Context: an optimization exercise on an open-source flow, tuned for small area. The choices shown serve that exercise and are no tape-out recipe. Where RTL was checked, it was by simulation tests only, not by an equivalence proof against the original. No driver is modelled on the clock port, so clock power and skew are understated where the tree is cut down; a real chip needs a root buffer or a tree. Power and IR drop assume default switching activity.

==> harbor: inputs <==
Design full_bridge_controller, start of the top module:
module full_bridge_controller
    (
    input wire i_clk,
    input wire [10:0] i_signed_val,
    input wire i_reset,
    output wire o_TrPL,
    output wire o_TrNL,
    output wire o_TrPR,
    output wire o_TrNR
    );
==> module full_bridge_controller, before the edit <==
module full_bridge_controller
    (
    input wire i_clk,
    input wire [10:0] i_signed_val,
    input wire i_reset,
    output wire o_TrPL,
    output wire o_TrNL,
    output wire o_TrPR,
    output wire o_TrNR
    );
    localparam [12:0] DC_END = 13'b0_0010_1000_0000;
    reg [9:0]  r;
    reg        ncp, nc;
    reg        r_pl, r_pr;
    reg        act, sgn, e;
    reg [12:0] dc;
    wire       s     = i_signed_val[10];
    wire [9:0] nduty = ~(i_signed_val[9:0] ^ {10{s}});
    wire       done  = ~dc[2] & ~dc[3] & ~dc[4] & ~dc[5] & ~dc[6] & dc[7]
                     & ~dc[8] & dc[9] & ~dc[10] & ~dc[11];
    wire       nl    = e & sgn;
    wire       nr    = e & ~sgn;
    wire [10:0] b;
    wire [10:0] t;
    assign b[0] = 1'b0;
    assign t[0] = 1'b1;
    genvar i;
    generate
        for (i = 0; i < 10; i = i + 1) begin : g_bit
            assign b[i+1] = (nduty[i] & r[i]) | (nduty[i] & b[i]) | (r[i] & b[i]);
            assign t[i+1] = t[i] & r[i];
        end
    endgenerate
    wire [9:0] rinc = (r ^ t[9:0]) | {9'd0, t[10]};
    always @(posedge i_clk) begin
        ncp <= b[10];
        nc  <= ncp;
        sgn <= act ? sgn : s;
        if (i_reset) begin
            r    <= 10'd3;
            r_pl <= 1'b0;
            r_pr <= 1'b0;
            act  <= 1'b0;
            e    <= 1'b0;
            dc   <= DC_END;
        end else begin
            r    <= rinc;
            r_pl <= nr & ~nc;
            r_pr <= nl & ~nc;
            act  <= act ? (s == sgn) : done;
            e    <= act;
            dc   <= act ? 13'd0 : {~dc[11:0], dc[2] ^ dc[12]};
        end
    end
    assign o_TrPL = r_pl;
    assign o_TrPR = r_pr;
    assign o_TrNL = nl;
    assign o_TrNR = nr;
endmodule
==> flow/config.mk <==
export PLATFORM = sky130hd
export DESIGN_NAME = full_bridge_controller
export DESIGN_NICKNAME = full_bridge_controller
export VERILOG_FILES = /design/flow/design.v
export SDC_FILE = /design/flow/constraint.sdc
export NUM_CORES = 4
export LEC_CHECK = 0
export CAP_MARGIN = 20
export CORE_MARGIN = 2
export CORE_UTILIZATION = 70
export PLACE_DENSITY = 0.85
export SLEW_MARGIN = 20
==> flow/constraint.sdc <==
create_clock -name core_clock -period 10.0 [get_ports {i_clk}]
set_input_delay 2.0000 -clock core_clock [delete_from_list [all_inputs] [get_ports {i_clk}]]
set_output_delay 2.0000 -clock core_clock [all_outputs]
set_load 0.01 [all_outputs]
standard.sh (not shown) runs the stock make flow with config.mk's settings and CLKGATE_MAP_FILE= SYNTH_SCRIPT=/design/flow/synth_recipe.tcl, a recipe that flattens the netlist after the stock synthesis.
==> flow/flow/run.sh <==
#!/bin/bash
# Own layout flow: the standard ORFS flow (the standard flow's config.mk and SDC,
# floorplan, PDN, tap cells, placement, routing and fill unchanged) with
# these changes, set in flow/params.sh:
#  - synthesis maps logic with an area-oriented ABC script (flow/area.abc)
#    and leaves adders to ABC instead of extracting half/full adder cells;
#  - port buffers are the smallest buffer, sky130_fd_sc_hd__buf_1;
#  - CTS uses the buffers in params.sh and inserts no dummy loads.
set -euo pipefail
W=$(pwd)
F=$W/flow
export FLOW_ABC_SCRIPT=$F/area.abc
source $F/params.sh
make -C "$FLOW_HOME" DESIGN_CONFIG=$W/config.mk WORK_HOME=$W/orfs \
  CLKGATE_MAP_FILE= SYNTH_SCRIPT=$F/synth.tcl ADDER_MAP_FILE= \
  BUFFER_PORTS_ARGS="$BUF_ARGS" CTS_ARGS="$CTS" \
  finish > $W/make.log 2>&1
R=$W/orfs/results/$FLOW_PLATFORM/full_bridge_controller/base
: # left out here: write the final layout as DEF
==> flow/flow/area.abc <==
strash
&get -n
&st
&dch
&nf -R 1000
&put
==> flow/flow/params.sh <==
BUF_ARGS="-buffer_cell sky130_fd_sc_hd__buf_1"
CTS="-sink_clustering_enable -repair_clock_nets -dont_use_dummy_load -buf_list sky130_fd_sc_hd__clkbuf_4 -root_buf sky130_fd_sc_hd__clkbuf_4"
==> flow/flow/synth.tcl <==
# The standard flow's synthesis script, with every ABC call run on flow/area.abc.
proc abc {args} {
  set i [lsearch -exact $args -script]
  if {$i >= 0} {
    set args [lreplace $args $i [expr {$i + 1}] -script $::env(FLOW_ABC_SCRIPT)]
  }
  yosys abc {*}$args
}
source $::env(WORK_HOME)/../synth_recipe.tcl
==> tundra: changes against harbor <==
--- a/flow/design.v
+++ b/flow/design.v
@@ -14,3 +14,3 @@
     reg        ncp, nc;
-    reg        r_pl, r_pr;
+    reg        oo;
     reg        act, sgn, e;
@@ -38,7 +38,6 @@
         nc  <= ncp;
-        sgn <= act ? sgn : s;
+        sgn <= (act | e) ? sgn : s;
         if (i_reset) begin
             r    <= 10'd3;
-            r_pl <= 1'b0;
-            r_pr <= 1'b0;
+            oo   <= 1'b0;
             act  <= 1'b0;
@@ -48,4 +47,3 @@
             r    <= rinc;
-            r_pl <= nr & ~nc;
-            r_pr <= nl & ~nc;
+            oo   <= e & ~nc;
             act  <= act ? (s == sgn) : done;
@@ -55,4 +53,4 @@
     end
-    assign o_TrPL = r_pl;
-    assign o_TrPR = r_pr;
+    assign o_TrPL = oo & ~sgn;
+    assign o_TrPR = oo & sgn;
     assign o_TrNL = nl;
--- a/flow/flow/run.sh
+++ b/flow/flow/run.sh
@@ -7,3 +7,5 @@
 #  - port buffers are the smallest buffer, sky130_fd_sc_hd__buf_1;
-#  - CTS uses the buffers in params.sh and inserts no dummy loads.
+#  - after CTS, flow/mytree.tcl replaces the clock tree with FLOW_CLK_N
+#    buffers (params.sh), each driven by the clock port and driving one
+#    cluster of flip-flops.
 set -euo pipefail
@@ -15,3 +17,3 @@
   CLKGATE_MAP_FILE= SYNTH_SCRIPT=$F/synth.tcl ADDER_MAP_FILE= \
-  BUFFER_PORTS_ARGS="$BUF_ARGS" CTS_ARGS="$CTS" \
+  BUFFER_PORTS_ARGS="$BUF_ARGS" CTS_ARGS="$CTS" POST_CTS_TCL=$F/mytree.tcl \
   finish > $W/make.log 2>&1
==> flow/flow/mytree.tcl (new file) <==
# Replace the clock tree that CTS built with FLOW_CLK_N buffers of type
# FLOW_CLK_CELL, each driven by the clock port and driving the clock pins of
# one cluster of flip-flops (clusters by k-means on the flip-flops' places).
set block [ord::get_db_block]
set clknet [$block findNet i_clk]
set ncl $::env(FLOW_CLK_N)
set cell $::env(FLOW_CLK_CELL)
# collect the clock sinks, following the tree down from the port
set sinks {}
set bufs {}
set nets {}
set front [list $clknet]
while {[llength $front]} {
  set net [lindex $front 0]; set front [lrange $front 1 end]
  foreach it [$net getITerms] {
    set inst [$it getInst]
    set m [$inst getMaster]
    if {[$m isSequential]} { lappend sinks $it; continue }
    if {![$it isInputSignal]} continue
    lappend bufs $inst
    foreach o [$inst getITerms] {
      if {[$o isOutputSignal] && [$o getNet] ne "NULL"} { lappend front [$o getNet]; lappend nets [$o getNet] }
    }
  }
}
puts "mytree: [llength $sinks] sinks, removing [llength $bufs] clock cells"
foreach it $sinks { $it disconnect }
foreach inst $bufs { odb::dbInst_destroy $inst }
foreach net $nets { odb::dbNet_destroy $net }
# sink places
set pts {}
foreach it $sinks {
  set b [[$it getInst] getBBox]
  lappend pts [list [expr {([$b xMin] + [$b xMax]) / 2.0}] [expr {([$b yMin] + [$b yMax]) / 2.0}]]
}
# k-means, seeded by sinks spread along x
set sorted [lsort -real -index 0 $pts]
set cent {}
for {set k 0} {$k < $ncl} {incr k} {
  lappend cent [lindex $sorted [expr {int(($k + 0.5) * [llength $sorted] / $ncl)}]]
}
for {set iter 0} {$iter < 50} {incr iter} {
  set asg {}
  foreach p $pts {
    set best 0; set bd 1e30
    for {set k 0} {$k < $ncl} {incr k} {
      set c [lindex $cent $k]
      set d [expr {abs([lindex $p 0] - [lindex $c 0]) + abs([lindex $p 1] - [lindex $c 1])}]
      if {$d < $bd} { set bd $d; set best $k }
    }
    lappend asg $best
  }
  set newc {}
  for {set k 0} {$k < $ncl} {incr k} {
    set sx 0; set sy 0; set n 0
    foreach p $pts a $asg { if {$a == $k} { set sx [expr {$sx + [lindex $p 0]}]; set sy [expr {$sy + [lindex $p 1]}]; incr n } }
    if {$n} { lappend newc [list [expr {$sx / $n}] [expr {$sy / $n}]] } else { lappend newc [lindex $cent $k] }
  }
  set cent $newc
}
set master [[ord::get_db] findMaster $cell]
for {set k 0} {$k < $ncl} {incr k} {
  set inst [odb::dbInst_create $block $master "clkbuf_leaf_$k"]
  set net [odb::dbNet_create $block "clknet_leaf_$k"]
  $net setSigType CLOCK
  [$inst findITerm A] connect $clknet
  [$inst findITerm X] connect $net
  set c [lindex $cent $k]
  $inst setLocation [expr {int([lindex $c 0])}] [expr {int([lindex $c 1])}]
  $inst setPlacementStatus PLACED
  set n 0
  foreach it $sinks a $asg { if {$a == $k} { $it connect $net; incr n } }
  puts "mytree: clkbuf_leaf_$k drives $n sinks"
}
detailed_placement
check_placement -verbose
==> flow/flow/params.sh (replaced) <==
BUF_ARGS="-buffer_cell sky130_fd_sc_hd__buf_1"
CTS="-sink_clustering_enable -repair_clock_nets -dont_use_dummy_load -buf_list sky130_fd_sc_hd__clkbuf_4 -root_buf sky130_fd_sc_hd__clkbuf_4"
export FLOW_CLK_N=1
export FLOW_CLK_CELL=sky130_fd_sc_hd__clkbuf_16
CORE_AREA = 2.3 2.72 58.16 58.16   (was unset)
CORE_MARGIN = unset   (was 2)
CORE_UTILIZATION = unset   (was 70)
DIE_AREA = 0 0 60.46 60.46   (was unset)
PLACE_DENSITY = 0.6   (was 0.85)
==> notes.md <==
Between harbor and tundra, the lower cell count is in harbor (gap about 15%, measured against tundra).
Sequential power is about the same in harbor and tundra.
Between tundra and harbor, the lower combinational power is in harbor (gap about 2%, measured against harbor).
Of tundra and harbor, harbor has the higher core utilization (gap 41 points).
Area after synthesis: tundra is smaller than harbor (about 0.8%).
Against tundra, the clock skew of harbor is higher by 18 ps.
Of tundra and harbor, harbor has the higher worst setup slack (gap 150 ps).
Only the layout flow was run in harbor; the RTL was not checked for function there. In tundra the design's own scripts or RTL, not TritonCTS, make the clock network.

static timing again, ports no longer ideal:
The flow's constraints put no driver on any port. The routed layouts listed below were extracted and timed again, unchanged, in two steps.
Step 1 sets driving cells, clkbuf_16 on the clock port and buf_2 on the other inputs (assumed; they add their load-dependent delay and slew).
Step 2 adds t to the input delays and takes it off the output delays; t is the mean of the earliest and latest rising clock arrival at the registers after step 1. Input paths then give back, and output paths get back, about the clock's delay inside the block.
Slacks: ideal ports / drivers / drivers and shift; pairs: ideal ports / drivers.
| run | shift t [ns] | slack for setup (ns) | clock arrival spread, ns |
|---|---|---|---|
| harbor | 0.340 | 6.534 / 6.532 / 6.193 | 0.020 / 0.021 |
| tundra | 0.193 | 6.386 / 6.393 / 6.201 | 0.003 / 0.003 |
After both steps every run listed still meets setup and hold. The setup slack of harbor, which loses most, moves by -0.002 ns with the drivers and by -0.341 ns with both steps.
